This is an optimization exercise on Yosys and OpenROAD, whose aim is small area, not a production implementation. Only simulation tests tie the RTL to the original design; equivalence was not proved. Power and IR drop assume default switching activity.

try-delta:
## mcasp_slaver
module mcasp_slaver(
					input clk,
					input rst,
					input dr,
					input fsx,
					input clkx,
					input transform_en,
					output reg rx_ready,
					output reg [31:0] rx_data_out,
					output [11:0] data_cnt,
					output reg read_fh_num_en,
					output fsx_risingedge
);
reg fsx_r0, fsx_r2;
reg fsx_r1;
always @(posedge clk or posedge rst)
	if (rst) begin
		fsx_r0 <= 1'b0;
		fsx_r2 <= 1'b0;
	end else begin
		fsx_r0 <= fsx;
		fsx_r2 <= fsx_r1;
	end
always @(posedge clk)
	fsx_r1 <= fsx_r0;
assign fsx_risingedge = fsx_r2 & fsx_r1 & ~fsx_r0;
reg [1:0] clkx_lo;
reg [5:2] clkx_hi;
always @(posedge clk or posedge rst)
	if (rst)
		clkx_lo <= 2'b00;
	else
		clkx_lo <= {clkx_lo[0], clkx};
always @(posedge clk)
	clkx_hi <= {clkx_hi[4:2], clkx_lo[1]};
wire clkx_risingedge = ~clkx_hi[5] & clkx_hi[4];
reg st_data, st_end;
reg [4:0] up_cnt;           
reg [9:0] cnt;              
assign data_cnt = {2'b00, cnt};
wire edge_d = st_data & clkx_risingedge;    
wire hold_d = st_data & ~clkx_risingedge;   
wire step   = edge_d & transform_en;        
wire [5:0] uc;
wire [4:0] up_nxt;
assign uc[0] = step;
genvar gi;
generate
	for (gi = 0; gi < 5; gi = gi + 1) begin : g_up
		mcbsp_ha u_ha (.a(up_cnt[gi]), .b(uc[gi]), .s(up_nxt[gi]), .c(uc[gi+1]));
	end
endgenerate
wire word_end = uc[5];
wire first_bit = ~|up_cnt;            
wire [10:0] cc;
wire [9:0] cnt_inc;
assign cc[0] = word_end;
generate
	for (gi = 0; gi < 10; gi = gi + 1) begin : g_cnt
		mcbsp_ha u_ha (.a(cnt[gi]), .b(cc[gi]), .s(cnt_inc[gi]), .c(cc[gi+1]));
	end
endgenerate
wire cnt_top = cnt[9] & cnt[7] & cnt[6] & cnt[4];    
wire wrap    = word_end & cnt_top;
wire [9:0] cnt_nxt = cnt_inc & ~({10{wrap}} & 10'b1011010001);
always @(posedge clk or posedge rst)
	if (rst) begin
		st_data <= 1'b0;
		st_end <= 1'b0;
		up_cnt <= 5'd0;
		cnt <= 10'd0;
		rx_ready <= 1'b0;
		read_fh_num_en <= 1'b0;
	end else begin
		st_end <= wrap;
		st_data <= transform_en & ~wrap & (st_data | (~st_end & fsx_risingedge));
		up_cnt <= up_nxt;
		cnt <= cnt_nxt;
		rx_ready <= word_end | (rx_ready & ~(step | st_end));
		read_fh_num_en <= wrap | ~(st_data | (transform_en & ~st_end));
	end
reg [31:0] sreg;
  ...
==> flow/config.mk <==
export PLATFORM = sky130hd
export DESIGN_NAME = mcasp_slaver
export DESIGN_NICKNAME = mcasp_slaver
export VERILOG_FILES = /design/flow/design.v
export SDC_FILE = /design/flow/constraint.sdc
export NUM_CORES = 4
export LEC_CHECK = 0
export CAP_MARGIN = 20
export CORE_MARGIN = 2
export CORE_UTILIZATION = 40
export PLACE_DENSITY = 0.6
export SLEW_MARGIN = 20
export SYNTH_HIERARCHICAL = 1
==> flow/constraint.sdc <==
create_clock -name core_clock -period 5.0 [get_ports {clk}]
set_input_delay 1.0000 -clock core_clock [delete_from_list [all_inputs] [get_ports {clk}]]
set_output_delay 1.0000 -clock core_clock [all_outputs]
set_load 0.01 [all_outputs]
standard.sh (not shown) runs the stock make flow with config.mk's settings and CLKGATE_MAP_FILE= SYNTH_SCRIPT=/design/flow/synth_recipe.tcl, a recipe that flattens the netlist after the stock synthesis.
==> flow/flow/run.sh <==
#!/bin/bash
export BUFFER_PORTS_ARGS="-buffer_cell sky130_fd_sc_hd__buf_1"
export CTS_ARGS="-sink_clustering_enable -repair_clock_nets -dont_use_dummy_load -buf_list sky130_fd_sc_hd__clkbuf_8 -sink_clustering_size 24"
bash standard.sh > standard.log 2>&1
try-delta went all the way through synthesis, placement and routing and the layout is clean on timing, DRC and antenna.
Setup changes, try-delta to try-onyx
==> flow/flow/run.sh <==
#!/bin/bash
export BUFFER_PORTS_ARGS="-buffer_cell sky130_fd_sc_hd__buf_1"
export CTS_ARGS="-sink_clustering_enable -repair_clock_nets -dont_use_dummy_load -buf_list sky130_fd_sc_hd__clkbuf_16"
bash standard.sh > standard.log 2>&1
- Summary — total power, try-onyx relative to try-delta: higher, by 0.18 mW.
- On sum of routed wire length over all layers, try-onyx and try-delta are neck and neck.
- try-delta -> try-onyx: number of buffers added on ports delta 0, exact match
The inputs of try-xenon differ from those of try-onyx as listed below.
==> flow/flow/run.sh <==
#!/bin/bash
export BUFFER_PORTS_ARGS="-buffer_cell sky130_fd_sc_hd__buf_1"
export CTS_ARGS="-sink_clustering_enable -repair_clock_nets -dont_use_dummy_load"
bash standard.sh > standard.log 2>&1
## What came out
try-xenon | status: complete | timing, DRC, antenna: pass
Going from try-onyx to try-xenon, the via count was found to have gone down by 1.9%.
On power, try-xenon does better than try-onyx.
try-xenon and try-onyx ended up with nearly the same arrival time of data at the critical path endpoint.

[static timing again, ports no longer ideal]
The flow's constraints put no driver on any port. The routed layouts listed below were extracted and timed again, unchanged, in two steps. Step 1: set_driving_cell puts a clkbuf_16 on clk and a buf_2 on each other input, an assumption about the parent block. Step 2, shift: input delay + t, output delay - t, t = (earliest + latest rising clock arrival at the registers) / 2. This alone moves slack from input paths to output paths. a / b / c = no drivers / after step 1 / after step 2; a / b = the first two.
run	t, ns	setup slack, ns	worst setup path at the end
try-delta	0.362	0.922 / 0.931 / 0.570	input to register
try-onyx	0.355	0.904 / 0.917 / 0.562	input to register
try-xenon	0.362	0.922 / 0.931 / 0.570	input to register
After both steps setup and hold are still met in every run listed.
